This is an optimization exercise on Yosys and OpenROAD, whose aim is small area, not a production implementation. Only simulation tests tie the RTL to the original design; equivalence was not proved. No run shown here takes its clock network from TritonCTS; it comes from the design's own scripts or RTL. The clock input has no modelled driver; a real chip could not lean on it and would need a root buffer or a full tree. Power is estimated from default activity; no workload was simulated.

## flow/flow/run.sh

```bash
#!/bin/bash
# The standard layout with these changes:
# - the port buffers are the smallest buffer cell instead of the delay cell
#   buffer_ports picks by itself;
# - Yosys's synth skips its early "abc -fast";
# - after the standard synthesis, flow/netopt.py removes the inverters that
#   extract_fa leaves around the full adders (it flips full adders and some
#   two-input gates to inverted logic instead) and sizes gates that synthesis
#   sized up back to size 1; flip-flops are untouched;
# - after CTS, flow/clocktree.tcl replaces the clock tree by one level of
#   CLKTREE_NBUF buffers, each driving one group of nearby flip-flops.
set -euo pipefail
export BUFFER_PORTS_ARGS="-buffer_cell sky130_fd_sc_hd__buf_1"
export SYNTH_ARGS="-noabc"
export POST_CTS_TCL=$PWD/flow/clocktree.tcl
export CLKTREE_NBUF=${CLKTREE_NBUF:-4}
export CLKTREE_CELL=${CLKTREE_CELL:-sky130_fd_sc_hd__clkbuf_8}
R=orfs/results/$FLOW_PLATFORM/Task3/base
bash standard.sh synth > synth.log 2>&1
cp $R/1_2_yosys.v yosys_standard.v
python3 flow/netopt.py yosys_standard.v $R/1_2_yosys.v --downsize > netopt.log 2>&1
touch $R/1_2_yosys.v
bash standard.sh finish > finish.log 2>&1
```

## flow/flow/clocktree.tcl

```tcl
# POST_CTS hook: replace the clock tree that CTS built by a one-level tree:
# the clock port drives CLKTREE_NBUF buffers (CLKTREE_CELL), each of which
# drives the clock pins of one group of flip-flops (groups made by splitting
# the flip-flops recursively by position). Then the buffers are legalized.
set nbuf [expr {[info exists ::env(CLKTREE_NBUF)] ? $::env(CLKTREE_NBUF) : 2}]
set cell [expr {[info exists ::env(CLKTREE_CELL)] ? $::env(CLKTREE_CELL) : "sky130_fd_sc_hd__clkbuf_8"}]
set db [ord::get_db]
set block [ord::get_db_block]
set master [$db findMaster $cell]
set clknet [$block findNet clk]

# flip-flop clock pins anywhere in the clock network
set sinks {}
foreach inst [$block getInsts] {
  set mname [[$inst getMaster] getName]
  if {[regexp {__(e?dfxtp|dfrtp|dfxbp|sdfxtp|edfxbp)_} $mname]} {
    lappend sinks [$inst findITerm CLK]
  }
}
# remove what CTS inserted: every non-flip-flop cell on the clock nets
# (buffers, inverters, dummy loads), then the nets CTS made
set cnets {}
foreach n [$block getNets] {
  if {$n eq $clknet || [$n getSigType] eq "CLOCK"} { lappend cnets $n }
}
set dead {}
foreach n $cnets {
  foreach it [$n getITerms] {
    set inst [$it getInst]
    if {[regexp {__(e?dfxtp|dfrtp|dfxbp|sdfxtp|edfxbp)_} [[$inst getMaster] getName]]} { continue }
    dict set dead [$inst getName] $inst
  }
}
set removed 0
dict for {nm inst} $dead {
  foreach it [$inst getITerms] { if {[$it getNet] ne "NULL"} { $it disconnect } }
  odb::dbInst_destroy $inst
  incr removed
}
foreach it $sinks { $it disconnect }
foreach n $cnets {
  if {$n ne $clknet} { odb::dbNet_destroy $n }
}
puts "clocktree: removed $removed clock buffers, [llength $sinks] sinks"

proc centre {its} {
  set sx 0; set sy 0
  foreach it $its {
    set b [[$it getInst] getBBox]
    set sx [expr {$sx + ([$b xMin] + [$b xMax]) / 2.0}]
    set sy [expr {$sy + ([$b yMin] + [$b yMax]) / 2.0}]
  }
  set n [llength $its]
  return [list [expr {$sx / $n}] [expr {$sy / $n}]]
}
proc split_groups {its k} {
  if {$k <= 1} { return [list $its] }
  set xs {}; set ys {}
  foreach it $its {
    set b [[$it getInst] getBBox]
    lappend xs [list $it [expr {([$b xMin] + [$b xMax]) / 2}] [expr {([$b yMin] + [$b yMax]) / 2}]]
  }
  set xv [lsort -real [lmap e $xs {lindex $e 1}]]
  set yv [lsort -real [lmap e $xs {lindex $e 2}]]
  set axis [expr {([lindex $xv end] - [lindex $xv 0]) >= ([lindex $yv end] - [lindex $yv 0]) ? 1 : 2}]
  set sorted [lsort -real -index $axis $xs]
  set ka [expr {$k / 2}]
  set h [expr {int(round([llength $sorted] * double($ka) / $k))}]
  set a [lmap e [lrange $sorted 0 [expr {$h - 1}]] {lindex $e 0}]
  set b [lmap e [lrange $sorted $h end] {lindex $e 0}]
  return [concat [split_groups $a $ka] [split_groups $b [expr {$k - $ka}]]]
}
set groups [split_groups $sinks $nbuf]
set i 0
foreach g $groups {
  set inst [odb::dbInst_create $block $master "clktree_buf_$i"]
  set net [odb::dbNet_create $block "clktree_net_$i"]
  $net setSigType CLOCK
  [$inst findITerm A] connect $clknet
  [$inst findITerm X] connect $net
  foreach it $g { $it connect $net }
  lassign [centre $g] cx cy
  $inst setLocation [expr {int($cx)}] [expr {int($cy)}]
  $inst setPlacementStatus PLACED
  puts "clocktree: clktree_buf_$i drives [llength $g] flip-flops"
  incr i
}
foreach it [$clknet getITerms] {
  puts "clocktree: clk drives [[$it getInst] getName]/[[$it getMTerm] getName]"
}
detailed_placement
estimate_parasitics -placement
report_clock_skew
```

## flow/flow/netopt.py

```python
#!/usr/bin/env python3
"""Inverter clean-up on a Yosys netlist of sky130hd cells.

Yosys's extract_fa leaves inverters around the full adders it finds. A full
adder is self-dual: inverting its three inputs inverts both outputs. This
script removes every inverter it can, chooses for each full adder whether it
works on inverted signals, and for some two-input gates whether they give the
inverted function (nand2 <-> and2, nor2 <-> or2, xor2 <-> xnor2), so that as
few inverters as possible are needed; then puts back one inverter per signal
that some input still needs inverted. Flip-flops are not touched.

Usage: netopt.py IN.v OUT.v [--downsize]
"""
import re, sys, random

P = "sky130_fd_sc_hd__"
OUTPINS = {"X", "Y", "Q", "Q_N", "SUM", "COUT", "HI", "LO", "GCLK"}
AREA = {"inv_1": 3.7536, "nand2_1": 3.7536, "and2_1": 6.256, "nor2_1": 3.7536,
        "or2_1": 6.256, "xor2_1": 8.7584, "xnor2_1": 8.7584}
OUTPIN = {"nand2_1": "Y", "and2_1": "X", "nor2_1": "Y", "or2_1": "X", "xor2_1": "X", "xnor2_1": "Y"}
SWAP = {"nand2_1": "and2_1", "and2_1": "nand2_1", "nor2_1": "or2_1", "or2_1": "nor2_1",
        "xor2_1": "xnor2_1", "xnor2_1": "xor2_1"}

src = open(sys.argv[1]).read()
if re.search(r"^\s*assign\b", src, re.M):
    open(sys.argv[2], "w").write(src)
    print("netopt: netlist has assign statements; left as it is")
    sys.exit(0)

inst_re = re.compile(r"^(\s*)(" + P + r"\w+)\s+(\S+)\s*\((.*?)\);\n", re.S | re.M)
pin_re = re.compile(r"\.(\w+)\(([^()]*)\)")
m0 = inst_re.search(src)
head = src[:m0.start()]
insts = []
last = m0.start()
tail_parts = []
for m in inst_re.finditer(src):
    if src[last:m.start()].strip():
        raise SystemExit("netopt: unexpected text between instances")
    pins = [(p, n.strip()) for p, n in pin_re.findall(m.group(4))]
    insts.append({"type": m.group(2)[len(P):], "name": m.group(3), "pins": pins})
    last = m.end()
tail = src[last:]

# port nets
ports = set()
for kind, rng, names in re.findall(r"^\s*(input|output)\s*(\[\d+:\d+\])?\s*([^;]+);", head, re.M):
    for nm in names.split(","):
        nm = nm.strip()
        if rng:
            hi, lo = map(int, rng[1:-1].split(":"))
            for b in range(min(hi, lo), max(hi, lo) + 1):
                ports.add(f"{nm}[{b}]")
        else:
            ports.add(nm)

# clean-up before the polarity search:
# - merge cells of the same type with the same inputs (Yosys's extract_fa
#   can make the same half adder twice);
# - a half adder with one output used becomes an and2 (carry) or xor2 (sum).
def loads_of():
    ld = {}
    for it in insts:
        for p, n in it["pins"]:
            if p not in OUTPINS:
                ld[n] = ld.get(n, 0) + 1
    return ld
ports_text = head
nmerged = 0
changed = True
while changed:
    changed = False
    seen = {}
    for k, it in enumerate(insts):
        if it is None or re.match(r"(e?dfxtp|dfrtp|dfxbp|sdfxtp|edfxbp|clk)", it["type"]):
            continue
        ins = tuple(sorted((p, n) for p, n in it["pins"] if p not in OUTPINS))
        key = (it["type"], ins)
        if key in seen:
            j = seen[key]
            ren = {}
            for p, n in it["pins"]:
                if p in OUTPINS:
                    other = dict(insts[j]["pins"])[p]
                    ren[n] = other
            if any(n in ports for n in ren):
                continue
            for it2 in insts:
                if it2 is None:
                    continue
                it2["pins"] = [(p, ren.get(n, n) if p not in OUTPINS else n) for p, n in it2["pins"]]
            insts[k] = None
            nmerged += 1
            changed = True
            break
        seen[key] = k
insts = [it for it in insts if it is not None]
nha = 0
ld = loads_of()
for it in insts:
    if it["type"] == "ha_1":
        d = dict(it["pins"])
        su, co = ld.get(d["SUM"], 0) or d["SUM"] in ports, ld.get(d["COUT"], 0) or d["COUT"] in ports
        if su and not co:
            it["type"] = "xor2_1"; it["pins"] = [("A", d["A"]), ("B", d["B"]), ("X", d["SUM"])]; nha += 1
        elif co and not su:
            it["type"] = "and2_1"; it["pins"] = [("A", d["A"]), ("B", d["B"]), ("X", d["COUT"])]; nha += 1

driver = {}
for k, it in enumerate(insts):
    for p, n in it["pins"]:
        if p in OUTPINS:
            driver[n] = (k, p)

def is_inv(it):
    return re.fullmatch(r"inv_\d+", it["type"]) is not None

removable = set()
for k, it in enumerate(insts):
    if is_inv(it):
        out = dict(it["pins"])["Y"]
        if out not in ports:
            removable.add(k)

def lit(net):
    q = 0
    seen = 0
    while net in driver and driver[net][0] in removable:
        net = dict(insts[driver[net][0]]["pins"])["A"]
        q ^= 1
        seen += 1
        if seen > 50:
            raise SystemExit("netopt: inverter loop")
    return net, q

# variables, by instance index k:
#  full adder: ("f", k) flips inputs and outputs together (self-dual);
#  half adder: ("h", k) takes both inputs inverted (built as xor2 + nor2);
#  and2/nand2/or2/nor2: ("o", k) output phase, ("i", k) De Morgan: inverted
#    inputs (and2(x, y) = nor2(~x, ~y), ...);
#  xor2/xnor2: ("o", k) output phase.
FAM = {"nand2_1": (0, 1), "and2_1": (0, 0), "nor2_1": (1, 0), "or2_1": (1, 1)}
FAMT = {v: k for k, v in FAM.items()}
XORF = {"xor2_1": 0, "xnor2_1": 1}
XORT = {0: "xor2_1", 1: "xnor2_1"}
fa = [k for k, it in enumerate(insts) if it["type"] == "fa_1"]
ha = [k for k, it in enumerate(insts) if it["type"] == "ha_1"]
fam = [k for k, it in enumerate(insts) if it["type"] in FAM and k not in removable]
xrs = [k for k, it in enumerate(insts) if it["type"] in XORF]
variables = [("f", k) for k in fa] + [("h", k) for k in ha] + \
    [(v, k) for k in fam for v in ("o", "i")] + [("o", k) for k in xrs]
state = {v: 0 for v in variables}

def outphase(k):
    if ("f", k) in state:
        return state[("f", k)]
    return state.get(("o", k), 0)

def inflip(k):
    if ("f", k) in state:
        return state[("f", k)]
    if ("h", k) in state:
        return state[("h", k)]
    return state.get(("i", k), 0)

root_of_inst = {}
var_of_root = {}
for k in fa + fam + xrs:
    for p, n in insts[k]["pins"]:
        if p in OUTPINS:
            var_of_root[n] = k
            root_of_inst.setdefault(k, []).append(n)
fixed_roots = {r for r in var_of_root if r in ports}

# consumers: (instance, pin index, root, q)
cons = []
for k, it in enumerate(insts):
    if k in removable:
        continue
    for j, (p, n) in enumerate(it["pins"]):
        if p in OUTPINS or n == "" or n.startswith("1'"):
            continue
        r, q = lit(n)
        cons.append((k, j, r, q))
roots = {}
for c in cons:
    roots.setdefault(c[2], []).append(c)
inputs_of = {}
for c in cons:
    inputs_of.setdefault(c[0], set()).add(c[2])

def phys(r):
    k = var_of_root.get(r)
    return outphase(k) if k is not None else 0

def need_inv(r):
    pr = phys(r)
    return any((q ^ inflip(k)) != pr for k, _, _, q in roots.get(r, ()))

def gate_cost(k):
    t = insts[k]["type"]
    if t in FAM:
        i, o = FAM[t]
        return AREA[FAMT[(i ^ state[("i", k)], o ^ state[("o", k)])]]
    return 0.0

def root_cost(r):
    c = AREA["inv_1"] if need_inv(r) else 0.0
    if r in fixed_roots and phys(r):
        c += 1e6
    return c

def cost():
    return sum(root_cost(r) for r in roots) + sum(gate_cost(k) for k in fam) + \
        sum(1e6 for r in fixed_roots if phys(r))

def affected(v):
    k = v[1]
    rs = set(inputs_of.get(k, ()))
    rs.update(root_of_inst.get(k, ()))
    return k, rs

aff = {v: affected(v) for v in variables}

def local(v):
    k, rs = aff[v]
    return sum(root_cost(r) for r in rs) + gate_cost(k) + sum(1e6 for r in rs if r in fixed_roots and phys(r) and r not in roots)

best = cost()
start_cost = best
best_state = dict(state)
random.seed(1)
cur = best
for it_ in range(60):
    improved = True
    while improved:
        improved = False
        for v in variables:
            before = local(v)
            state[v] ^= 1
            after = local(v)
            if after < before - 1e-9:
                cur += after - before
                improved = True
            else:
                state[v] ^= 1
    cur = cost()
    if cur < best - 1e-9:
        best = cur
        best_state = dict(state)
    state = dict(best_state)
    for v in random.sample(variables, min(len(variables), random.randint(2, 10))):
        state[v] ^= 1
    cur = cost()
state = best_state

def esc(n):
    return n + " " if n.startswith("\\") else n

# rebuild; with DOWNSIZE, gates that synthesis sized up go back to size 1
# (the placer's repair adds buffers where a net then needs them)
DOWNSIZE = "--downsize" in sys.argv
ndown = [0]
n_inv_before = sum(1 for k in removable)
newinsts = []
invnet = {}
extra_wires = []
for r, cl in roots.items():
    if need_inv(r):
        nn = "_ninv_" + re.sub(r"[^A-Za-z0-9_]", "_", r) + "_"
        invnet[r] = nn
        extra_wires.append(nn)
pins_new = {k: list(it["pins"]) for k, it in enumerate(insts)}
for k, j, r, q in cons:
    want = q ^ inflip(k)
    p = pins_new[k][j][0]
    pins_new[k][j] = (p, r if want == phys(r) else invnet[r])
out = [head.rstrip("\n") + "\n"]
for w in extra_wires:
    out.append(f"  wire {w};\n")
for k, it in enumerate(insts):
    if k in removable:
        continue
    t = it["type"]
    if t in FAM and k in fam:
        i, o = FAM[t]
        t = FAMT[(i ^ state[("i", k)], o ^ state[("o", k)])]
    elif t in XORF:
        t = XORT[XORF[t] ^ state[("o", k)]]
    m = re.fullmatch(r"(nand2|nand3|nand4|nor2|nor3|nor4|or2|or3|and2|and3|inv|xor2|xnor2|a21oi|o21ai|mux2)_(2|4|6|8)", t)
    if m and DOWNSIZE:
        t = m.group(1) + "_1"
        ndown[0] += 1
    pl = pins_new[k]
    if k in ha and state[("h", k)]:
        d = dict(pl)
        out.append(f"  {P}xor2_1 {esc(it['name'] + '_x')}(\n    .A({esc(d['A'])}),\n    .B({esc(d['B'])}),\n    .X({esc(d['SUM'])})\n  );\n")
        out.append(f"  {P}nor2_1 {esc(it['name'] + '_n')}(\n    .A({esc(d['A'])}),\n    .B({esc(d['B'])}),\n    .Y({esc(d['COUT'])})\n  );\n")
        continue
    if t != it["type"]:
        o = OUTPIN[t]
        pl = [(o if p in OUTPINS else p, n) for p, n in pl]
    pins = ",\n".join(f"    .{p}({esc(n)})" for p, n in pl)
    out.append(f"  {P}{t} {it['name']} (\n{pins}\n  );\n")
for i, (r, nn) in enumerate(invnet.items()):
    out.append(f"  {P}inv_1 _ninv{i}_ (\n    .A({esc(r)}),\n    .Y({nn})\n  );\n")
out.append(tail)
text = "".join(out)

# nand2(nand2(a, b), nand2(c, d)) = a&b | c&d: one a22o_1 (8.76) instead of
# three nand2_1 (11.26), when the inner nands drive nothing else; the same
# for nor2(nor2(a, b), nor2(c, d)) = (a|b)&(c|d), one o22a_1
def a22o_pass(text):
    ms = list(inst_re.finditer(text))
    cells = []
    for m in ms:
        pins = [(p, n.strip()) for p, n in pin_re.findall(m.group(4))]
        cells.append([m.group(2)[len(P):], m.group(3), pins, m])
    drv = {}
    nload = {}
    for i, (t, nm, pins, m) in enumerate(cells):
        for p, n in pins:
            if p in OUTPINS:
                drv[n] = i
            else:
                nload[n] = nload.get(n, 0) + 1
    drop = set()
    repl = {}
    count = 0
    for i, (t, nm, pins, m) in enumerate(cells):
        if t not in ("nand2_1", "nor2_1") or i in drop:
            continue
        d = dict(pins)
        inner = []
        for pin in ("A", "B"):
            n = d[pin]
            j = drv.get(n)
            if j is None or j == i or j in drop or cells[j][0] != t or nload.get(n, 0) != 1 or n in ports:
                break
            inner.append(j)
        if len(inner) != 2 or inner[0] == inner[1]:
            continue
        d1, d2 = dict(cells[inner[0]][2]), dict(cells[inner[1]][2])
        big = "a22o_1" if t == "nand2_1" else "o22a_1"
        repl[i] = (f"  {P}{big} {nm} (\n    .A1({esc(d1['A'])}),\n    .A2({esc(d1['B'])}),\n"
                   f"    .B1({esc(d2['A'])}),\n    .B2({esc(d2['B'])}),\n    .X({esc(d['Y'])})\n  );\n")
        drop.update(inner)
        count += 1
    res = []
    last = 0
    for i, (t, nm, pins, m) in enumerate(cells):
        res.append(text[last:m.start()])
        if i in drop:
            pass
        elif i in repl:
            res.append(repl[i])
        else:
            res.append(m.group(0))
        last = m.end()
    res.append(text[last:])
    return "".join(res), count

text, na22 = a22o_pass(text)
open(sys.argv[2], "w").write(text)
print(f"netopt: {nmerged} duplicate cells merged, {nha} half adders made single gates; "
      f"{len(fa)} full adders ({sum(state[('f', k)] for k in fa)} flipped), "
      f"{len(ha)} half adders ({sum(state[('h', k)] for k in ha)} as xor2+nor2), "
      f"{len(fam)} and/or gates ({sum(state[('o', k)] | state[('i', k)] for k in fam)} changed), "
      f"inverters {n_inv_before} removed, {len(invnet)} added; "
      f"modelled area {start_cost:.1f} -> {best:.1f}; {ndown[0]} gates downsized; "
      f"{na22} nand2/nor2 triples made a22o/o22a")
```

## flow/standard.sh

```bash
#!/bin/bash
# synth_recipe.tcl (not shown) runs the flow's synth.tcl, then flattens the netlist and writes it again
# the make line also repeats each setting of config.mk as NAME=value (left out here)
make -C /OpenROAD-flow-scripts/flow DESIGN_CONFIG=/design/flow/config.mk WORK_HOME=/design/flow/orfs CLKGATE_MAP_FILE= SYNTH_SCRIPT=/design/flow/synth_recipe.tcl "${@:-finish}"
```

## flow/config.mk

```make
export PLATFORM = sky130hd
export DESIGN_NAME = Task3
export DESIGN_NICKNAME = Task3
export VERILOG_FILES = /design/flow/design.v
export SDC_FILE = /design/flow/constraint.sdc
export NUM_CORES = 4
export LEC_CHECK = 0
export ABC_AREA = 1
export CAP_MARGIN = 20
export CORE_MARGIN = 2
export CORE_UTILIZATION = 60
export SLEW_MARGIN = 20
```

## flow/constraint.sdc

```tcl
create_clock -name core_clock -period 8.0 [get_ports {clk}]
set_input_delay 1.6000 -clock core_clock [delete_from_list [all_inputs] [get_ports {clk}]]
set_output_delay 1.6000 -clock core_clock [all_outputs]
set_load 0.01 [all_outputs]
```

## flow/design.v

```verilog
module Task3(
	input [7:0] X0,
	input [7:0] X1,
	input [7:0] X2,
	input [7:0] X3,
	input [7:0] A0,
	input [7:0] A1,
	input [7:0] A2,
	input [7:0] A3,
	input clk,
	input rst,
	input enable,
	output ready,
	output valid,
	output [17:0] result
);
reg rdy, vld;
reg [2:0] c;
reg [7:0] a0, a1, a2, a3;
reg [7:1] xs0, xs1, xs2, xs3;
reg rb;
reg [9:0] h;
assign ready = rdy;
assign valid = vld;
wire prelast = (c == 3'd6);
wire last = (c == 3'd7);
always @(posedge clk) begin
	if (rst) begin
		rdy <= 1'b1;
		vld <= 1'b0;
	end else begin
		rdy <= rdy ? ~enable : last;
		vld <= ~rdy & last;
	end
	c <= (rdy | rst) ? 3'd1 : c + 3'd1;
end
wire [7:0] ma0 = rdy ? A0 : a1;
wire [7:0] ma1 = rdy ? A1 : a2;
wire [7:0] ma2 = rdy ? A2 : a3;
wire [7:0] ma3 = rdy ? A3 : a0;
wire b0 = rdy ? X0[0] : xs1[1];
wire b1 = rdy ? X1[0] : xs2[1];
wire b2 = rdy ? X2[0] : xs3[1];
wire b3 = rdy ? X3[0] : xs0[1];
wire [9:0] nhin = rdy ? 10'h1ff : h;
wire [7:0] npp0 = {ma0[7] & b0, ~(ma0[6:0] & {7{b0}})};
wire [7:0] npp1 = {ma1[7] & b1, ~(ma1[6:0] & {7{b1}})};
wire [7:0] npp2 = {ma2[7] & b2, ~(ma2[6:0] & {7{b2}})};
wire [7:0] npp3 = {ma3[7] & b3, ~(ma3[6:0] & {7{b3}})};
wire s1;
wire c2;
wire s3;
wire c4;
wire s5;
wire c6;
wire s7;
wire c8;
wire s9;
wire c10;
wire s11;
wire c12;
wire s13;
wire c14;
wire s15;
wire c16;
wire s17;
wire c18;
wire s19;
wire c20;
wire s21;
wire c22;
wire s23;
wire c24;
wire s25;
wire c26;
wire s27;
wire c28;
wire s29;
wire c30;
wire s31;
wire c32;
wire s33;
wire c34;
wire s35;
wire c36;
wire s37;
wire c38;
wire s39;
wire c40;
wire s41;
wire c42;
wire s43;
wire c44;
wire s45;
wire c46;
wire s47;
wire c48;
wire s49;
wire c50;
wire s51;
wire c52;
wire s53;
wire c54;
wire s55;
wire c56;
wire s57;
wire c58;
wire s59;
wire c60;
wire s61;
wire c62;
wire s63;
wire c64;
wire [10:0] ns;    
assign s1 = nhin[0] ^ npp0[0] ^ npp1[0];
assign c2 = (nhin[0] & npp0[0]) | (nhin[0] & npp1[0]) | (npp0[0] & npp1[0]);
assign s3 = npp2[0] ^ npp3[0] ^ s1;
assign c4 = (npp2[0] & npp3[0]) | (npp2[0] & s1) | (npp3[0] & s1);
assign s5 = nhin[1] ^ npp0[1] ^ npp1[1];
assign c6 = (nhin[1] & npp0[1]) | (nhin[1] & npp1[1]) | (npp0[1] & npp1[1]);
assign s7 = npp2[1] ^ npp3[1] ^ c2;
assign c8 = (npp2[1] & npp3[1]) | (npp2[1] & c2) | (npp3[1] & c2);
assign s9 = s5 ^ c4 ^ s7;
assign c10 = (s5 & c4) | (s5 & s7) | (c4 & s7);
assign s11 = nhin[2] ^ npp0[2] ^ npp1[2];
assign c12 = (nhin[2] & npp0[2]) | (nhin[2] & npp1[2]) | (npp0[2] & npp1[2]);
assign s13 = npp2[2] ^ npp3[2] ^ c6;
assign c14 = (npp2[2] & npp3[2]) | (npp2[2] & c6) | (npp3[2] & c6);
assign s15 = s11 ^ c8 ^ s13;
assign c16 = (s11 & c8) | (s11 & s13) | (c8 & s13);
assign s17 = ~(c10 ^ s15);
assign c18 = c10 | s15;
assign s19 = nhin[3] ^ npp0[3] ^ npp1[3];
assign c20 = (nhin[3] & npp0[3]) | (nhin[3] & npp1[3]) | (npp0[3] & npp1[3]);
assign s21 = npp2[3] ^ npp3[3] ^ c12;
assign c22 = (npp2[3] & npp3[3]) | (npp2[3] & c12) | (npp3[3] & c12);
assign s23 = s19 ^ c14 ^ s21;
assign c24 = (s19 & c14) | (s19 & s21) | (c14 & s21);
assign s25 = c16 ^ s23 ^ c18;
assign c26 = (c16 & s23) | (c16 & c18) | (s23 & c18);
assign s27 = nhin[4] ^ npp0[4] ^ npp1[4];
assign c28 = (nhin[4] & npp0[4]) | (nhin[4] & npp1[4]) | (npp0[4] & npp1[4]);
assign s29 = npp2[4] ^ npp3[4] ^ c20;
assign c30 = (npp2[4] & npp3[4]) | (npp2[4] & c20) | (npp3[4] & c20);
assign s31 = s27 ^ c22 ^ s29;
assign c32 = (s27 & c22) | (s27 & s29) | (c22 & s29);
assign s33 = c24 ^ s31 ^ c26;
assign c34 = (c24 & s31) | (c24 & c26) | (s31 & c26);
assign s35 = nhin[5] ^ npp0[5] ^ npp1[5];
assign c36 = (nhin[5] & npp0[5]) | (nhin[5] & npp1[5]) | (npp0[5] & npp1[5]);
assign s37 = npp2[5] ^ npp3[5] ^ c28;
assign c38 = (npp2[5] & npp3[5]) | (npp2[5] & c28) | (npp3[5] & c28);
assign s39 = s35 ^ c30 ^ s37;
assign c40 = (s35 & c30) | (s35 & s37) | (c30 & s37);
assign s41 = c32 ^ s39 ^ c34;
assign c42 = (c32 & s39) | (c32 & c34) | (s39 & c34);
assign s43 = nhin[6] ^ npp0[6] ^ npp1[6];
assign c44 = (nhin[6] & npp0[6]) | (nhin[6] & npp1[6]) | (npp0[6] & npp1[6]);
assign s45 = npp2[6] ^ npp3[6] ^ c36;
assign c46 = (npp2[6] & npp3[6]) | (npp2[6] & c36) | (npp3[6] & c36);
assign s47 = s43 ^ c38 ^ s45;
assign c48 = (s43 & c38) | (s43 & s45) | (c38 & s45);
assign s49 = c40 ^ s47 ^ c42;
assign c50 = (c40 & s47) | (c40 & c42) | (s47 & c42);
assign s51 = nhin[7] ^ npp0[7] ^ npp1[7];
assign c52 = (nhin[7] & npp0[7]) | (nhin[7] & npp1[7]) | (npp0[7] & npp1[7]);
assign s53 = npp2[7] ^ npp3[7] ^ c44;
assign c54 = (npp2[7] & npp3[7]) | (npp2[7] & c44) | (npp3[7] & c44);
assign s55 = s51 ^ c46 ^ s53;
assign c56 = (s51 & c46) | (s51 & s53) | (c46 & s53);
assign s57 = c48 ^ s55 ^ c50;
assign c58 = (c48 & s55) | (c48 & c50) | (s55 & c50);
assign s59 = nhin[8] ^ c52 ^ c54;
assign c60 = (nhin[8] & c52) | (nhin[8] & c54) | (c52 & c54);
assign s61 = c56 ^ s59 ^ c58;
assign c62 = (c56 & s59) | (c56 & c58) | (s59 & c58);
assign s63 = nhin[9] ^ c60 ^ c62;
assign c64 = (nhin[9] & c60) | (nhin[9] & c62) | (c60 & c62);
assign ns = {c64, s63, s61, s57, s49, s41, s33, s25, s17, s9, s3};
wire [9:0] hnext = ns[10:1] ^ {prelast | last, {9{prelast}}};
wire rbit = ns[0] ^ ~last;
always @(posedge clk) begin
	a0 <= ma0; a1 <= ma1; a2 <= ma2; a3 <= ma3;
	if (rdy) begin
		xs0 <= X0[7:1]; xs1 <= X1[7:1]; xs2 <= X2[7:1]; xs3 <= X3[7:1];
	end else begin
		xs0 <= {rb, xs1[7:2]};
		xs1 <= {X1[7], xs2[7:2]};
		xs2 <= {X2[7], xs3[7:2]};
		xs3 <= {X3[7], xs0[7:2]};
	end
	rb <= rbit;
	h <= hnext;
end
assign result = {h, rb, xs0[7], xs3[6], xs2[5], xs1[4], xs0[3], xs3[2], xs2[1]};
endmodule
```

==> results of run 1 <==
## power groups by stage
stage	clock network [W]	logic, W	registers (W)
detailed placement	0	0.000494	0.000484
finish	0.000144	0.000491	0.000474
floorplan	0	0.000370	0.000491
global placement	0	0.000468	0.000482
global route	0.000159	0.000567	0.000480
## cell type report
| type | instances | area (sq um) | area share |
|---|---|---|---|
| Multi-Input combinational cell | 203 | 1700 | 0.440 |
| Sequential cell | 76 | 1520 | 0.395 |
| Timing Repair Buffer | 88 | 338 | 0.0877 |
| Inverter | 41 | 154 | 0.0399 |
| Tap cell | 72 | 90.1 | 0.0234 |
| Buffer | 4 | 55.1 | 0.0143 |
## layout by cell type (no fill, tap or decap), drive strengths merged
cell / count
a21oi: 1
a22o: 24
and2: 19
buf: 88
clkbuf: 4
dfxtp: 76
fa: 31
ha: 2
inv: 41
nand2: 23
nand3: 2
nor2: 32
o22a: 17
or2: 42
xnor2: 9
xor2: 1
## metrics by stage
| stage | area [sq um] | power [W] |
|---|---|---|
| after global placement | 3800 | 0.000950 |
| after detailed placement | 3800 | 0.000978 |
| after global routing | 3850 | 0.00121 |
| after floorplan | 3530 | 0.000861 |
| final | 3850 | 0.00111 |
## worst paths after layout
path,startpoint,end,slack (ps),cells past startpoint
worst max register to register,rdy,h[8],1880,17
worst min register to register,c[0],c[0],410,1
worst min-delay path,c[0],c[0],410,1
worst max-delay path,X1[0],h[8],1510,17
## per-layer routing
layer / wire (um) / part of all wire / global-route usage
met4: 53 / 0.0080 / 0.0441
met2: 3210 / 0.48 / 0.377
met3: 493 / 0.074 / 0.0674
met1: 2880 / 0.43 / 0.273
met5: 0 / 0 / 0
## worst max-delay path, delay by kind of cell
| family | cells | cell delay [ps] |
|---|---|---|
| and+or+nand+nor | 3 | 510 |
| xor gates and xnor gates | 1 | 130 |
| buffers and inverters | 2 | 150 |
| adders and majority gates | 11 | 4150 |
## sequential cells by signal, summed over array words and instances (netlist names), 7 cells and up
| signal | count |
|---|---|
| a0 | 8 |
| a1 | 8 |
| a2 | 8 |
| a3 | 8 |
| h | 10 |
| xs0 | 7 |
| xs1 | 7 |
| xs2 | 7 |
| xs3 | 7 |
==> qor.csv, run 1 <==
metric,value,unit
fin_skew,13.5,ps
io_buffers,86,
die_h,80.7,um
hp-class,flip-flop to flip-flop,
fin_setup_tns,0,ps
cp.arrival,6550,ps
drc,0,
dr.pass1.iters,4,
drtIter0Drc,78,
nNetsFinal,514,
ios,87,
path_cells,"buf_1, or2_1, nand2_1, nor2_1, fa_1, fa_1, fa_1, ha_1, fa_1, fa_1, fa_1, fa_1, inv_1, fa_1, fa_1, fa_1, xnor2_1",
fmax,154,MHz
required,8060,ps
area_growth,9.10,%
slowest_delay,490,ps
finalHoldViolations,0,
gp_congestion,0.815,
place_inst,480,
crit_fanout,5,
final_cells,484,
grt_first_pass_wirelength,10.6,mm
cellPowerDensity,288,nW/um^2
grt_pass1_vias,2301,
critPathSlowestCell,fa_1,
postRouteWirelength,6.64,mm
clkTransAtPathRegs,120,ps
setup_slack,1510,ps
avgSynthCellArea,10.5,sq um
hpwl,4.96,mm
start_kind,input pin,
switching_share,0.340,
fin_util,0.687,
ir_drop,193,uV
syn_nets,438,
power.share.clock,0.130,
comb_power_share,0.442,
core,5610,sq um
track_usage,0.219,
slew_headroom,0.545,
setup_viol,0,
worst_pin_slew,682,ps
rsz0062_at_grt,false,
grt_max_degree,46,
switchingPower,0.000377,W
criticalPathCategory,input pin to flip-flop,
critPathCaptureType,flip-flop,
clk-insertion-delay-late,170,ps
timing.final.crit_share,0.811,
hold_ws,414,ps
final_max_slew_viol_count,0,
fin_crit,6490,ps
place_ws,1260,ps
max_cap_violations,0,
netlist_area,3530,sq um
internal_power,0.000732,W
n_antenna_cell,0,
die_x,80.7,um
start_util,0.630,
num_vias,2389,
status,"complete, no violations",
dieArea,6520,sq um
ant_nets,0,
leakagePower,1.72,nW
crit_top_cell,fa_1,
wl_per_cell,13.7,um
drt-vias-per-instance,4.94,
yosysWarnings,1,
antenna_found_initial,0,
seqPwrFrac,0.428,
clock_sinks,76,
synth_cells,338,
grt.overflow.total,0,
num_rows,27,
drive_gt1_frac,0.0146,
fillers,481,
==> run 2: changes to the inputs <==
==> flow/flow/run.sh (replaced) <==
#!/bin/bash
# The standard layout with these changes:
# - the port buffers are the smallest buffer cell instead of the delay cell
#   buffer_ports picks by itself;
# - Yosys's synth skips its early "abc -fast";
# - after the standard synthesis (flip-flops untouched from here on):
#   flow/netopt.py removes the inverters that extract_fa leaves around the
#   full adders (it flips full adders and two-input gates to inverted logic
#   instead), merges duplicate cells and sizes gates back to size 1;
#   flow/remap.sh maps the remaining plain gates again with ABC's area
#   mapper; flow/netopt.py runs once more;
# - after CTS, flow/clocktree.tcl replaces the clock tree by one level of
#   CLKTREE_NBUF buffers, each driving one group of nearby flip-flops.
set -euo pipefail
export PATH=$FLOW_HOME/../tools/install/yosys/bin:$PATH
export BUFFER_PORTS_ARGS="-buffer_cell sky130_fd_sc_hd__buf_1"
export SYNTH_ARGS="-noabc"
export POST_CTS_TCL=$PWD/flow/clocktree.tcl
export CLKTREE_NBUF=${CLKTREE_NBUF:-4}
export CLKTREE_CELL=${CLKTREE_CELL:-sky130_fd_sc_hd__clkbuf_8}
R=orfs/results/$FLOW_PLATFORM/Task3/base
bash standard.sh synth > synth.log 2>&1
cp $R/1_2_yosys.v yosys_standard.v
python3 flow/netopt.py yosys_standard.v netopt1.v --downsize > netopt1.log 2>&1
bash flow/remap.sh netopt1.v remap.v > remap.log 2>&1
python3 flow/netopt.py remap.v $R/1_2_yosys.v --downsize > netopt2.log 2>&1
touch $R/1_2_yosys.v
bash standard.sh finish > finish.log 2>&1
==> flow/flow/fixassign.py (new file) <==
#!/usr/bin/env python3
"""fixassign.py IN.v OUT.v: keep only module Task3 of a Yosys netlist and
replace "assign port = {nets}" aliases by naming those nets after the port
bits, so that the netlist has no assign statements."""
import re, sys
t = open(sys.argv[1]).read()
m = re.search(r"^module Task3\(.*?^endmodule\n", t, re.S | re.M)
t = m.group(0)
widths = {}
for kind, rng, names in re.findall(r"^\s*(input|output)\s*(\[\d+:\d+\])?\s*([^;]+);", t, re.M):
    for nm in names.split(","):
        nm = nm.strip()
        if rng:
            hi, lo = map(int, rng[1:-1].split(":"))
            widths[nm] = list(range(hi, lo - 1, -1)) if hi >= lo else list(range(hi, lo + 1))
        else:
            widths[nm] = None
ren = {}
def tokens(rhs):
    rhs = rhs.strip()
    if rhs.startswith("{"):
        rhs = rhs[1:-1]
    out = []
    for tok in re.findall(r"\\\S+\s|[A-Za-z_][\w$]*(?:\[\d+\])?|\d+'[bh][0-9a-fA-FxzXZ]+", rhs):
        out.append(tok.strip())
    return out
keep = []
for line in t.split("\n"):
    mm = re.match(r"\s*assign\s+(\S+)\s*=\s*(.*);\s*$", line)
    if not mm:
        keep.append(line)
        continue
    lhs, rhs = mm.group(1), mm.group(2)
    toks = tokens(rhs)
    if lhs in widths:
        bits = [lhs] if widths[lhs] is None else [f"{lhs}[{b}]" for b in widths[lhs]]
    else:
        bits = [lhs]
    if len(bits) != len(toks) or any("'" in x for x in toks):
        raise SystemExit(f"fixassign: cannot handle: {line}")
    for b, x in zip(bits, toks):
        if x in ren or x.split("[")[0] in widths:
            raise SystemExit(f"fixassign: cannot handle: {line}")
        ren[x] = b
t = "\n".join(keep)
def sub(mo):
    n = mo.group(1).strip()
    return "(" + ren.get(n, n) + (" " if ren.get(n, n).startswith("\\") else "") + ")"
t = re.sub(r"\(([^()]*)\)", lambda mo: sub(mo) if mo.group(1).strip() in ren else mo.group(0), t)
open(sys.argv[2], "w").write(t)
print(f"fixassign: {len(ren)} nets renamed")
--- a/flow/flow/netopt.py
+++ b/flow/flow/netopt.py
@@ -114,5 +114,5 @@
 
 def is_inv(it):
-    return re.fullmatch(r"inv_\d+", it["type"]) is not None
+    return re.fullmatch(r"(clk)?inv_\d+", it["type"]) is not None
 
 removable = set()
==> flow/flow/remap.abc (new file) <==
strash
dch
amap
topo
strash
dch -f
amap
topo
==> flow/flow/remap.sh (new file) <==
#!/bin/bash
# remap.sh IN.v OUT.v : map again, with ABC's area mapper (remap.abc), all the
# gates of a sky130hd netlist except its flip-flops, full adders and half
# adders, which stay as they are (same instances, same names).
set -euo pipefail
HERE=$(cd "$(dirname "$0")" && pwd)
PLAT=${FLOW_HOME:-/OpenROAD-flow-scripts/flow}/platforms/sky130hd
LIB=$PLAT/lib/sky130_fd_sc_hd__tt_025C_1v80.lib
DONT="$(sed -n '/DONT_USE_CELLS/,/^$/p' $PLAT/config.mk | grep -o 'sky130_fd_sc_hd__[a-z0-9_]*' | sed 's/^/-dont_use /' | tr '\n' ' ')"
TMP=$(mktemp -d remap.XXXXXX)
yosys -p "
read_liberty -ignore_miss_func $LIB
read_verilog $1
hierarchy -top Task3
setattr -mod -set keep_hierarchy 1 sky130_fd_sc_hd__fa_* sky130_fd_sc_hd__ha_* sky130_fd_sc_hd__*df*
flatten
opt_clean
abc -liberty $LIB $DONT -script $HERE/remap.abc
opt_clean -purge
splitnets
stat -liberty $LIB
write_verilog -noattr -noexpr $TMP/all.v
"
python3 $HERE/fixassign.py $TMP/all.v $2
rm -rf $TMP
==> run 2 against run 1 <==
Final cell count fell by 6.8%. Clock power is 5% lower. Worst setup slack better by 150 ps. Sequential share of layout area grew 3.0 points. Fmax up 2.4%. Highest routed layer unchanged. Power increased by 7.2%. Area after synthesis shrank 13%. Clock skew shrank 6.5 ps. Largest cell class is now registers. Sequential cell count did not move. Synthesized cell count shrank 16%. Utilization grew 2.9 points.
==> qor.csv, run 2 <==
metric,value,unit,change
start_kind,input pin,,
area_growth,16.6,%,
avgSynthCellArea,10.8,sq um,+3.3%
ir_drop,218,uV,+13%
hold_end,c[0],,
finalHoldViolations,0,,unchanged
synth_cells,285,,-16%
fin_area,3590,sq um,-6.9%
crit_fanout,8,,+3
io_buffers,86,,unchanged
gp_congestion,0.806,,-0.99%
critPathCaptureType,flip-flop,,
required,8050,ps,about the same
setup_viol,0,,unchanged
dpl_cell_area,3530,sq um,-7.0%
place_ws,1510,ps,+245 ps
rsz0062_at_grt,false,,
ant_nets,0,,unchanged
hold_start,c[0],,
slowest_delay,540,ps,+50 ps
clock_sinks,76,,unchanged
slew_headroom,0.532,,-0.0132
grt_max_degree,45,,-2.2%
worst-path-buf-inv,3,,+1
fin_setup_tns,0,ps,unchanged
r2r_slack,1900,ps,+20 ps
yosysWarnings,1,,unchanged
largest_register_ffs,10,,unchanged
r2r_cells,18,,+1
path_cells,"buf_1, o22ai_1, buf_4, nor2_1, fa_1, fa_1, fa_1, ha_1, fa_1, fa_1, fa_1, fa_1, inv_1, fa_1, fa_1, fa_1, nand2_1, o21ai_0",,
clk-insertion-delay-late,160,ps,about the same
ios,87,,unchanged
grt_pass1_vias,2058,,-11%
status,"complete, no violations",,
cp.depth,18,,+1
setup_slack,1670,ps,+152 ps
start_util,0.614,,-0.0160
netlist_area,3080,sq um,-13%
max_cap_violations,0,,unchanged
holdPathStages,1,,unchanged
fmax,158,MHz,+2.4%
reg2reg_to,h[8],,
core,5010,sq um,-11%
final_max_slew_viol_count,0,,unchanged
die_x,75.6,um,-6.4%
fin_skew,6.91,ps,-6.55 ps
n_antenna_cell,0,,unchanged
cp.arrival,6390,ps,-160 ps
drt-vias-per-instance,5.16,,+4.6%
drive_gt1_frac,0.0315,,+0.0169
fin_util,0.716,,+0.0288
hpwl,4.33,mm,-13%
die_h,75.6,um,-6.4%
clkTransAtPathRegs,110,ps,about the same
finalPower,0.00119,W,+7.2%
num_vias,2328,,-2.6%
postRouteWirelength,5.99,mm,-9.8%
crit_top_cell,fa_1,,
fillers,409,,-15%
antenna_found_initial,0,,unchanged
final_cell_mix,"buf_1, dfxtp_1, nor2_1",,
drtIter0Drc,106,,+36%
nNetsFinal,483,,-6.0%
syn_nets,385,,-12%
grt.overflow.total,0,,unchanged
fin_crit,6330,ps,-152 ps
grt_first_pass_wirelength,9.40,mm,-11%
top_register,h,,
layout_commonest_cell,buf_1,,
rr_startpoint,rdy,,
num_rows,26,,-3.7%
hp-class,flip-flop to flip-flop,,
dieArea,5710,sq um,-12%
drc,0,,unchanged
worst_pin_slew,701,ps,+19.6 ps
track_usage,0.223,,+0.00430
critPathSlowestCell,fa_1,,
timing.final.crit_share,0.792,,-0.0190
dr.pass1.iters,4,,unchanged
criticalPathCategory,input pin to flip-flop,,
worst_path_dominant_cell_family,adder cells,,
cellPowerDensity,331,nW/um^2,+15%
wl_per_cell,13.3,um,-3.2%
leakagePower,1.52,nW,-12%
[run 2: report_power, final]
part           internal (W)  switching (W)  total (W)
Clock             0.0000467      0.0000900   0.000137
Combinational      0.000248       0.000305   0.000553
Sequential         0.000464      0.0000341   0.000498
[run 2: layout make-up]
type,count,area [sq um],share of cell area
inverters,40,150,0.0419
flip-flops and latches,76,1520,0.424
multi-input cells,169,1400,0.391
repair buffers,92,368,0.103
plain buffers,4,55.1,0.0153
well taps,70,87.6,0.0244
[run 2: worst max path at each step]
stage           from  endpoint  slack, ps
2_1_floorplan    rdy      h[8]        300
3_3_place_gp   X1[0]      h[8]       1580
3_5_place_dp   X1[0]      h[8]       1510
5_1_grt        X1[0]      h[8]       1430
6_report       X1[0]      h[8]       1670
[run 2: per-layer routing]
| metal | routed length, um | GRT usage | share of wire | vias to the layer above |
|---|---|---|---|---|
| li1 | - | - | - | 1158 |
| met1 | 2540 | 0.288 | 0.42 | 1099 |
| met2 | 3030 | 0.380 | 0.51 | 68 |
| met3 | 361 | 0.0622 | 0.060 | 3 |
| met4 | 55 | 0.0468 | 0.0092 | 0 |
| met5 | 0 | 0 | 0 | - |
[run 2: per-stage QoR]
stage          hold slack (ps)  std cells
2_1_floorplan              403        285
3_3_place_gp               420        447
3_5_place_dp               429        447
5_1_grt                    472        451
6_report                   451        451
==> run 3: changes to the inputs <==
--- a/flow/design.v
+++ b/flow/design.v
@@ -18,9 +18,9 @@
 reg [2:0] c;
 reg [7:0] a0, a1, a2, a3;
-reg [7:1] xs0, xs1, xs2, xs3;
-reg rb;
+reg [7:0] xs0, xs1, xs2, xs3;
 reg [9:0] h;
 assign ready = rdy;
 assign valid = vld;
+wire first = (c == 3'd0);
 wire prelast = (c == 3'd6);
 wire last = (c == 3'd7);
@@ -33,19 +33,12 @@
 		vld <= ~rdy & last;
 	end
-	c <= (rdy | rst) ? 3'd1 : c + 3'd1;
+	c <= rdy ? 3'd0 : c + 3'd1;
 end
-wire [7:0] ma0 = rdy ? A0 : a1;
-wire [7:0] ma1 = rdy ? A1 : a2;
-wire [7:0] ma2 = rdy ? A2 : a3;
-wire [7:0] ma3 = rdy ? A3 : a0;
-wire b0 = rdy ? X0[0] : xs1[1];
-wire b1 = rdy ? X1[0] : xs2[1];
-wire b2 = rdy ? X2[0] : xs3[1];
-wire b3 = rdy ? X3[0] : xs0[1];
-wire [9:0] nhin = rdy ? 10'h1ff : h;
-wire [7:0] npp0 = {ma0[7] & b0, ~(ma0[6:0] & {7{b0}})};
-wire [7:0] npp1 = {ma1[7] & b1, ~(ma1[6:0] & {7{b1}})};
-wire [7:0] npp2 = {ma2[7] & b2, ~(ma2[6:0] & {7{b2}})};
-wire [7:0] npp3 = {ma3[7] & b3, ~(ma3[6:0] & {7{b3}})};
+wire [9:0] nhin = first ? 10'h1ff : h;
+wire b0 = xs0[0], b1 = xs1[0], b2 = xs2[0], b3 = xs3[0];
+wire [7:0] npp0 = {a0[7] & b0, ~(a0[6:0] & {7{b0}})};
+wire [7:0] npp1 = {a1[7] & b1, ~(a1[6:0] & {7{b1}})};
+wire [7:0] npp2 = {a2[7] & b2, ~(a2[6:0] & {7{b2}})};
+wire [7:0] npp3 = {a3[7] & b3, ~(a3[6:0] & {7{b3}})};
 wire s1;
 wire c2;
@@ -181,16 +174,16 @@
 wire rbit = ns[0] ^ ~last;
 always @(posedge clk) begin
-	a0 <= ma0; a1 <= ma1; a2 <= ma2; a3 <= ma3;
 	if (rdy) begin
-		xs0 <= X0[7:1]; xs1 <= X1[7:1]; xs2 <= X2[7:1]; xs3 <= X3[7:1];
+		a0 <= A0; a1 <= A1; a2 <= A2; a3 <= A3;
+		xs0 <= X0; xs1 <= X1; xs2 <= X2; xs3 <= X3;
 	end else begin
-		xs0 <= {rb, xs1[7:2]};
-		xs1 <= {X1[7], xs2[7:2]};
-		xs2 <= {X2[7], xs3[7:2]};
-		xs3 <= {X3[7], xs0[7:2]};
+		a0 <= a1; a1 <= a2; a2 <= a3; a3 <= a0;
+		xs0 <= {rbit, xs1[7:1]};
+		xs1 <= {X1[7], xs2[7:1]};
+		xs2 <= {X2[7], xs3[7:1]};
+		xs3 <= {X3[7], xs0[7:1]};
 	end
-	rb <= rbit;
 	h <= hnext;
 end
-assign result = {h, rb, xs0[7], xs3[6], xs2[5], xs1[4], xs0[3], xs3[2], xs2[1]};
+assign result = {h, xs0[7], xs3[6], xs2[5], xs1[4], xs0[3], xs3[2], xs2[1], xs1[0]};
 endmodule
==> run 3 against run 2 <==
Still clean on timing, DRC and antenna. First-iteration DRC count fell by 25%. Utilization fell by 0.23 points. Hold slack better by 13 ps. Sequential power about the same. Critical path depth down 1. Sequential cell count rose by 3. Largest cell class unchanged.
==> qor.csv, run 3 <==
metric,value,unit,change
drt-vias-per-instance,5.28,,+2.3%
hpwl,4.58,mm,+5.7%
start_util,0.616,,+0.00248
num_rows,26,,unchanged
place_ws,2100,ps,+590 ps
clk-insertion-delay-late,170,ps,about the same
synth_cells,262,,-8.1%
nNetsFinal,454,,-6.0%
final_cell_mix,"buf_1, dfxtp_1, o22a_1",,
die_x,76.2,um,+0.81%
antenna_found_initial,0,,unchanged
crit_top_cell,fa_1,,
core,5070,sq um,+1.3%
max_cap_violations,0,,unchanged
start_kind,flip-flop,,
track_usage,0.243,,+0.0195
required,8110,ps,+60 ps
dieArea,5810,sq um,+1.6%
ant_nets,0,,unchanged
layout_commonest_cell,buf_1,,
fin_crit,5890,ps,-440 ps
setup_viol,0,,unchanged
register_area,1580,sq um,+3.9%
num_vias,2240,,-3.8%
top_register,h,,
criticalPathCategory,flip-flop to flip-flop,,
clock_sinks,79,,+3.9%
crit_fanout,10,,+2
grt_max_degree,69,,+53%
worst_pin_slew,866,ps,+164 ps
path_cells,"nor3_1, buf_4, or2_0, fa_1, fa_1, fa_1, inv_1, nand2_1, fa_1, fa_1, fa_1, fa_1, fa_1, fa_1, fa_1, nor2_1, a21oi_1",,
syn_nets,360,,-6.5%
leakagePower,1.36,nW,-10%
drc,0,,unchanged
status,"complete, no violations",,
grt_first_pass_wirelength,11.2,mm,+19%
finalHoldViolations,0,,unchanged
critPathSlowestCell,fa_1,,
finalPower,0.00114,W,-4.1%
die_h,76.2,um,+0.81%
grt.overflow.total,0,,unchanged
yosysWarnings,1,,unchanged
gp_congestion,0.816,,+1.2%
dpl_cell_area,3560,sq um,+0.78%
fmax,170,MHz,+7.5%
n_antenna_cell,0,,unchanged
netlist_area,3130,sq um,+1.7%
cp.arrival,6000,ps,-390 ps
grt_pass1_vias,2471,,+20%
fin_skew,7.74,ps,+0.830 ps
drive_gt1_frac,0.0254,,-0.00607
worst_path_dominant_cell_family,adder cells,,
fin_area,3620,sq um,+0.98%
largest_register_ffs,10,,unchanged
drtIter0Drc,80,,-25%
fin_setup_tns,0,ps,unchanged
worst-path-buf-inv,2,,-1
final_max_slew_viol_count,0,,unchanged
avgSynthCellArea,11.9,sq um,+11%
area_growth,15.8,%,
slowest_delay,540,ps,about the same
ir_drop,183,uV,-16%
multi_input_area,1520,sq um,+8.3%
fin_util,0.714,,-0.00228
clkTransAtPathRegs,110,ps,about the same
io_buffers,86,,unchanged
slew_headroom,0.422,,-0.110
ios,87,,unchanged
timing.final.crit_share,0.737,,-0.0550
critPathCaptureType,flip-flop,,
dr.pass1.iters,4,,unchanged
cellPowerDensity,314,nW/um^2,-5.1%
postRouteWirelength,6.36,mm,+6.2%
wl_per_cell,15.0,um,+13%
setup_slack,2110,ps,+440 ps
hp-class,flip-flop to flip-flop,,
fillers,399,,-2.4%
rsz0062_at_grt,false,,
run 3: metal layers:
metal	up-vias	routed length, um	global-route usage
met3	5	324	0.0450
li1	1107	-	-
met5	-	0	0
met2	59	3290	0.427
met4	0	70	0.0655
met1	1069	2680	0.308
run 3: through the flow:
step	hold slack, ps	std cells
after floorplan	430	262
after global placement	438	420
after detailed placement	442	420
after global routing	486	424
final	464	424
run 3: where the power goes:
part           leakage [nW]  internal [W]  total [W]  switching [W]
sequential            0.665      0.000464   0.000499      0.0000344
combinational         0.667      0.000235   0.000497       0.000263
clock                0.0288     0.0000469   0.000143      0.0000963
run 3: layout make-up:
class	count	share of cell area
buffer	4	0.0152
inverter	10	0.0107
multi-input combinational	173	0.420
sequential	79	0.437
tap	70	0.0242
timing repair buffer	88	0.0933
run 3: worst paths after layout:
path               start  depth (start not counted)     end  slack [ps]
setup / recovery    c[0]                         17    h[8]        2110
hold / removal    xs2[2]                          1  xs1[1]         460
setup reg to reg    c[0]                         17    h[8]        2110
hold reg to reg   xs2[2]                          1  xs1[1]         460
==> run 4: changes to the inputs <==
--- a/flow/design.v
+++ b/flow/design.v
@@ -18,9 +18,9 @@
 reg [2:0] c;
 reg [7:0] a0, a1, a2, a3;
-reg [7:0] xs0, xs1, xs2, xs3;
+reg [7:1] xs0, xs1, xs2, xs3;
+reg rb;
 reg [9:0] h;
 assign ready = rdy;
 assign valid = vld;
-wire first = (c == 3'd0);
 wire prelast = (c == 3'd6);
 wire last = (c == 3'd7);
@@ -33,12 +33,19 @@
 		vld <= ~rdy & last;
 	end
-	c <= rdy ? 3'd0 : c + 3'd1;
+	c <= (rdy | rst) ? 3'd1 : c + 3'd1;
 end
-wire [9:0] nhin = first ? 10'h1ff : h;
-wire b0 = xs0[0], b1 = xs1[0], b2 = xs2[0], b3 = xs3[0];
-wire [7:0] npp0 = {a0[7] & b0, ~(a0[6:0] & {7{b0}})};
-wire [7:0] npp1 = {a1[7] & b1, ~(a1[6:0] & {7{b1}})};
-wire [7:0] npp2 = {a2[7] & b2, ~(a2[6:0] & {7{b2}})};
-wire [7:0] npp3 = {a3[7] & b3, ~(a3[6:0] & {7{b3}})};
+wire [7:0] ma0 = rdy ? A0 : a1;
+wire [7:0] ma1 = rdy ? A1 : a2;
+wire [7:0] ma2 = rdy ? A2 : a3;
+wire [7:0] ma3 = rdy ? A3 : a0;
+wire b0 = rdy ? X0[0] : xs1[1];
+wire b1 = rdy ? X1[0] : xs2[1];
+wire b2 = rdy ? X2[0] : xs3[1];
+wire b3 = rdy ? X3[0] : xs0[1];
+wire [9:0] nhin = rdy ? 10'h1ff : h;
+wire [7:0] npp0 = {ma0[7] & b0, ~(ma0[6:0] & {7{b0}})};
+wire [7:0] npp1 = {ma1[7] & b1, ~(ma1[6:0] & {7{b1}})};
+wire [7:0] npp2 = {ma2[7] & b2, ~(ma2[6:0] & {7{b2}})};
+wire [7:0] npp3 = {ma3[7] & b3, ~(ma3[6:0] & {7{b3}})};
 wire s1;
 wire c2;
@@ -174,16 +181,16 @@
 wire rbit = ns[0] ^ ~last;
 always @(posedge clk) begin
+	a0 <= ma0; a1 <= ma1; a2 <= ma2; a3 <= ma3;
 	if (rdy) begin
-		a0 <= A0; a1 <= A1; a2 <= A2; a3 <= A3;
-		xs0 <= X0; xs1 <= X1; xs2 <= X2; xs3 <= X3;
+		xs0 <= X0[7:1]; xs1 <= X1[7:1]; xs2 <= X2[7:1]; xs3 <= X3[7:1];
 	end else begin
-		a0 <= a1; a1 <= a2; a2 <= a3; a3 <= a0;
-		xs0 <= {rbit, xs1[7:1]};
-		xs1 <= {X1[7], xs2[7:1]};
-		xs2 <= {X2[7], xs3[7:1]};
-		xs3 <= {X3[7], xs0[7:1]};
+		xs0 <= {rb, xs1[7:2]};
+		xs1 <= {X1[7], xs2[7:2]};
+		xs2 <= {X2[7], xs3[7:2]};
+		xs3 <= {X3[7], xs0[7:2]};
 	end
+	rb <= rbit;
 	h <= hnext;
 end
-assign result = {h, xs0[7], xs3[6], xs2[5], xs1[4], xs0[3], xs3[2], xs2[1], xs1[0]};
+assign result = {h, rb, xs0[7], xs3[6], xs2[5], xs1[4], xs0[3], xs3[2], xs2[1]};
 endmodule
--- a/flow/flow/netopt.py
+++ b/flow/flow/netopt.py
@@ -10,7 +10,7 @@
 that some input still needs inverted. Flip-flops are not touched.
 
-Usage: netopt.py IN.v OUT.v [--downsize]
+Usage: netopt.py IN.v OUT.v [--downsize] [--anneal] [--seed=N]
 """
-import re, sys, random
+import os, re, sys, random
 
 P = "sky130_fd_sc_hd__"
@@ -22,4 +22,12 @@
         "xor2_1": "xnor2_1", "xnor2_1": "xor2_1"}
 
+LIBF = os.path.join(os.environ.get("FLOW_HOME", "/OpenROAD-flow-scripts/flow"),
+                    "platforms/sky130hd/lib/sky130_fd_sc_hd__tt_025C_1v80.lib")
+CAREA = {}
+_lib = open(LIBF).read()
+for _m in re.finditer(r'cell\s*\(\s*"?sky130_fd_sc_hd__(\w+)"?\s*\)\s*\{', _lib):
+    _a = re.search(r"area\s*:\s*([\d.]+)", _lib[_m.end():_m.end() + 5000])
+    if _a:
+        CAREA[_m.group(1)] = float(_a.group(1))
 src = open(sys.argv[1]).read()
 if re.search(r"^\s*assign\b", src, re.M):
@@ -144,8 +152,14 @@
 XORF = {"xor2_1": 0, "xnor2_1": 1}
 XORT = {0: "xor2_1", 1: "xnor2_1"}
+# other cells whose output can be taken inverted by changing the cell
+OPH = {"o22ai_1": "o22a_1", "o22a_1": "o22ai_1", "a22oi_1": "a22o_1", "a22o_1": "a22oi_1",
+       "nand3_1": "and3_1", "and3_1": "nand3_1", "nor3_1": "or3_1", "or3_1": "nor3_1",
+       "a21oi_1": "a21o_1", "a21o_1": "a21oi_1", "o21ai_0": "o21a_1", "o21a_1": "o21ai_0"}
+for _t in OPH:
+    OUTPIN[_t] = "Y" if _t.endswith("i_1") or _t.endswith("i_0") or _t.startswith("n") else "X"
 fa = [k for k, it in enumerate(insts) if it["type"] == "fa_1"]
 ha = [k for k, it in enumerate(insts) if it["type"] == "ha_1"]
 fam = [k for k, it in enumerate(insts) if it["type"] in FAM and k not in removable]
-xrs = [k for k, it in enumerate(insts) if it["type"] in XORF]
+xrs = [k for k, it in enumerate(insts) if it["type"] in XORF or it["type"] in OPH]
 variables = [("f", k) for k in fa] + [("h", k) for k in ha] + \
     [(v, k) for k in fam for v in ("o", "i")] + [("o", k) for k in xrs]
@@ -203,4 +217,6 @@
         i, o = FAM[t]
         return AREA[FAMT[(i ^ state[("i", k)], o ^ state[("o", k)])]]
+    if t in OPH:
+        return CAREA[OPH[t]] if state[("o", k)] else CAREA[t]
     return 0.0
 
@@ -212,5 +228,5 @@
 
 def cost():
-    return sum(root_cost(r) for r in roots) + sum(gate_cost(k) for k in fam) + \
+    return sum(root_cost(r) for r in roots) + sum(gate_cost(k) for k in fam + xrs) + \
         sum(1e6 for r in fixed_roots if phys(r))
 
@@ -227,30 +243,63 @@
     return sum(root_cost(r) for r in rs) + gate_cost(k) + sum(1e6 for r in rs if r in fixed_roots and phys(r) and r not in roots)
 
+start_cost = cost()
+if "--flipfa" in sys.argv:
+    for k in fa:
+        state[("f", k)] = 1
 best = cost()
-start_cost = best
 best_state = dict(state)
-random.seed(1)
+SEED = int(([a.split("=")[1] for a in sys.argv if a.startswith("--seed=")] or ["1"])[0])
+random.seed(SEED)
+import math
 cur = best
-for it_ in range(60):
-    improved = True
-    while improved:
-        improved = False
-        for v in variables:
-            before = local(v)
+if "--anneal" in sys.argv:
+    # simulated annealing on single moves
+    T0, T1 = 4.0, 0.05
+    N = 60 * len(variables) + 20000
+    for it_ in range(N):
+        T = T0 * (T1 / T0) ** (it_ / N)
+        v = variables[random.randrange(len(variables))]
+        before = local(v)
+        state[v] ^= 1
+        d = local(v) - before
+        if d <= 0 or random.random() < math.exp(-d / T):
+            cur += d
+            if cur < best - 1e-9:
+                best = cur
+                best_state = dict(state)
+        else:
             state[v] ^= 1
-            after = local(v)
-            if after < before - 1e-9:
-                cur += after - before
-                improved = True
-            else:
+else:
+    for it_ in range(60):
+        improved = True
+        while improved:
+            improved = False
+            for v in variables:
+                before = local(v)
                 state[v] ^= 1
-    cur = cost()
-    if cur < best - 1e-9:
-        best = cur
-        best_state = dict(state)
-    state = dict(best_state)
-    for v in random.sample(variables, min(len(variables), random.randint(2, 10))):
+                if local(v) < before - 1e-9:
+                    improved = True
+                else:
+                    state[v] ^= 1
+        cur = cost()
+        if cur < best - 1e-9:
+            best = cur
+            best_state = dict(state)
+        state = dict(best_state)
+        for v in random.sample(variables, min(len(variables), random.randint(2, 10))):
+            state[v] ^= 1
+state = dict(best_state)
+improved = True
+while improved:
+    improved = False
+    for v in variables:
+        before = local(v)
         state[v] ^= 1
-    cur = cost()
+        if local(v) < before - 1e-9:
+            improved = True
+        else:
+            state[v] ^= 1
+best = cost()
+best_state = dict(state)
 state = best_state
 
@@ -288,4 +337,6 @@
     elif t in XORF:
         t = XORT[XORF[t] ^ state[("o", k)]]
+    elif t in OPH and state[("o", k)]:
+        t = OPH[t]
     m = re.fullmatch(r"(nand2|nand3|nand4|nor2|nor3|nor4|or2|or3|and2|and3|inv|xor2|xnor2|a21oi|o21ai|mux2)_(2|4|6|8)", t)
     if m and DOWNSIZE:
@@ -298,5 +349,5 @@
         out.append(f"  {P}nor2_1 {esc(it['name'] + '_n')}(\n    .A({esc(d['A'])}),\n    .B({esc(d['B'])}),\n    .Y({esc(d['COUT'])})\n  );\n")
         continue
-    if t != it["type"]:
+    if t != it["type"] and t in OUTPIN:
         o = OUTPIN[t]
         pl = [(o if p in OUTPINS else p, n) for p, n in pl]
--- a/flow/config.mk
+++ b/flow/config.mk
@@ -7,6 +7,6 @@
 export LEC_CHECK = 0
 export ABC_AREA = 1
-export CAP_MARGIN = 20
+export CAP_MARGIN = 0
 export CORE_MARGIN = 2
 export CORE_UTILIZATION = 60
-export SLEW_MARGIN = 20
+export SLEW_MARGIN = 0
==> run 4 against run 3 <==
Still clean on timing, DRC and antenna. Sequential cell count fell by 3. Register-to-register slack lost 210 ps. Utilization increased by 0.23 points. Fmax fell by 6.4%. Clock skew fell by 1.6 ps. Final area down 0.97%. Worst setup slack lost 410 ps. Sequential power hardly changed. Synthesized cell count rose by 8.8%. Hold slack got worse by 15 ps.
==> qor.csv, run 4 <==
metric,value,unit,change
crit_fanout,8,,-2
grt_max_degree,45,,-35%
final_cell_mix,"buf_1, dfxtp_1, nor2_1",,
crit_path_end,h[8],,
rsz0062_at_grt,false,,
fin_crit,6300,ps,+405 ps
finalHoldViolations,0,,unchanged
io_buffers,86,,unchanged
slew_headroom,0.582,,+0.160
nNetsFinal,483,,+6.4%
layout_commonest_cell,buf_1,,
grt.overflow.total,0,,unchanged
drt-vias-per-instance,5.19,,-1.8%
area_growth,16.6,%,
worst_path_dominant_cell_family,adder cells,,
max_cap_violations,0,,unchanged
largest_register_ffs,10,,unchanged
status,"complete, no violations",,
slowest_delay,470,ps,-70 ps
gp_congestion,0.810,,-0.80%
yosysWarnings,1,,unchanged
netlist_area,3080,sq um,-1.7%
track_usage,0.218,,-0.0244
drive_gt1_frac,0.0315,,+0.00607
die_h,75.6,um,-0.80%
startpoint,X1[0],,
clk-insertion-delay-late,160,ps,about the same
criticalPathCategory,input pin to flip-flop,,
wl_per_cell,13.0,um,-13%
grt_pass1_vias,2115,,-14%
fillers,420,,+5.3%
cp.arrival,6350,ps,+350 ps
critPathCaptureType,flip-flop,,
hp-class,flip-flop to flip-flop,,
ir_drop,198,uV,+8.4%
top_register,h,,
drc,0,,unchanged
setup_viol,0,,unchanged
leakagePower,1.52,nW,+11%
die_x,75.6,um,-0.80%
reg2reg_to,h[8],,
final_max_slew_viol_count,0,,unchanged
drtIter0Drc,79,,-1.3%
worst-path-buf-inv,3,,+1
fin_setup_tns,0,ps,unchanged
core,5010,sq um,-1.3%
fmax,159,MHz,-6.4%
grt_first_pass_wirelength,9.25,mm,-17%
crit_top_cell,fa_1,,
timing.final.crit_share,0.787,,+0.0507
cellPowerDensity,330,nW/um^2,+5.0%
num_rows,26,,unchanged
ios,87,,unchanged
r2r_slack,1900,ps,-210 ps
antenna_found_initial,0,,unchanged
start_kind,input pin,,
path_cells,"buf_1, o22ai_1, buf_4, nor2_1, fa_1, fa_1, fa_1, ha_1, fa_1, fa_1, fa_1, fa_1, inv_1, fa_1, fa_1, fa_1, nand2_1, o21ai_0",,
num_vias,2340,,+4.5%
dieArea,5710,sq um,-1.6%
syn_nets,385,,+6.9%
required,8050,ps,-60 ps
critPathSlowestCell,fa_1,,
worst_pin_slew,627,ps,-239 ps
synth_cells,285,,+8.8%
start_util,0.614,,-0.00248
clock_sinks,76,,-3.8%
r2r_cells,18,,+1
avgSynthCellArea,10.8,sq um,-9.6%
fin_skew,6.14,ps,-1.59 ps
dr.pass1.iters,4,,unchanged
rr_startpoint,rdy,,
ant_nets,0,,unchanged
clkTransAtPathRegs,110,ps,about the same
fin_util,0.716,,+0.00228
n_antenna_cell,0,,unchanged
postRouteWirelength,5.87,mm,-7.6%
cp.depth,18,,+1
hpwl,4.38,mm,-4.4%
==> run 4: how the worst min path moves through the flow <==
| stage | startpoint | to | cells after the start |
|---|---|---|---|
| after global routing | xs1[5] | xs0[4] | 1 |
| after global placement | c[0] | c[0] | 1 |
| after detailed placement | c[0] | c[0] | 1 |
| final | c[0] | c[0] | 1 |
| after floorplan | c[0] | c[0] | 1 |
==> run 4: layer usage <==
metal	wire, um	up-vias	global-route usage
met3	332	9	0.0529
met1	2470	1101	0.285
li1	-	1158	-
met2	2980	72	0.376
met4	88	0	0.0409
met5	0	-	0
==> run 4: metrics by stage <==
step	hold slack (ps)	area (sq um)	cells	power (W)	setup slack (ps)
final	449	3590	451	0.00118	1700
after floorplan	403	3080	285	0.000905	298
after global placement	420	3530	447	0.00103	1580
after global routing	473	3590	451	0.00131	1440
after detailed placement	426	3530	447	0.00106	1480
==> run 4: cell type report <==
type,count,area [sq um],area share
flip-flops and latches,76,1520,0.424
multi-input cells,169,1400,0.391
repair buffers,92,368,0.103
inverters,40,150,0.0419
well taps,70,87.6,0.0244
plain buffers,4,55.1,0.0153
==> run 4: report_power, final <==
group | internal [W] | switching, W | total, W
clock | 0.0000467 | 0.0000908 | 0.000138
sequential | 0.000464 | 0.0000347 | 0.000499
combinational | 0.000245 | 0.000303 | 0.000548
total | 0.000756 | 0.000429 | 0.00118

[static timing again, ports no longer ideal]
The results above use ideal ports. As a check the final layouts listed here were re-extracted and re-timed, cells and wires unchanged.
Step 1: set_driving_cell puts a clkbuf_16 on clk and a buf_2 on each other input, an assumption about the parent block.
Step 2 moves the port delays by t, midway between the first and last clock arrival at a register: inputs arrive t later, outputs are due t later. That takes back most of the time a late clock gives input paths.
a / b / c = ideal / step 1 / step 2; a / b = the first two.
run | t, ns | setup slack, ns | clock arrival spread, ns | pins driven straight from the clock port
run 1 | 0.227 | 1.515 / 1.554 / 1.328 | 0.014 / 0.013 | 4
run 2 | 0.222 | 1.667 / 1.705 / 1.484 | 0.007 / 0.007 | 4
run 3 | 0.225 | 2.107 / 2.107 / 2.107 | 0.009 / 0.009 | 4
run 4 | 0.218 | 1.702 / 1.735 / 1.517 | 0.006 / 0.006 | 4
After both steps setup and hold are still met in every run listed. The setup slack of run 1, which loses most, moves by +0.039 ns with the drivers and by -0.187 ns with both steps.
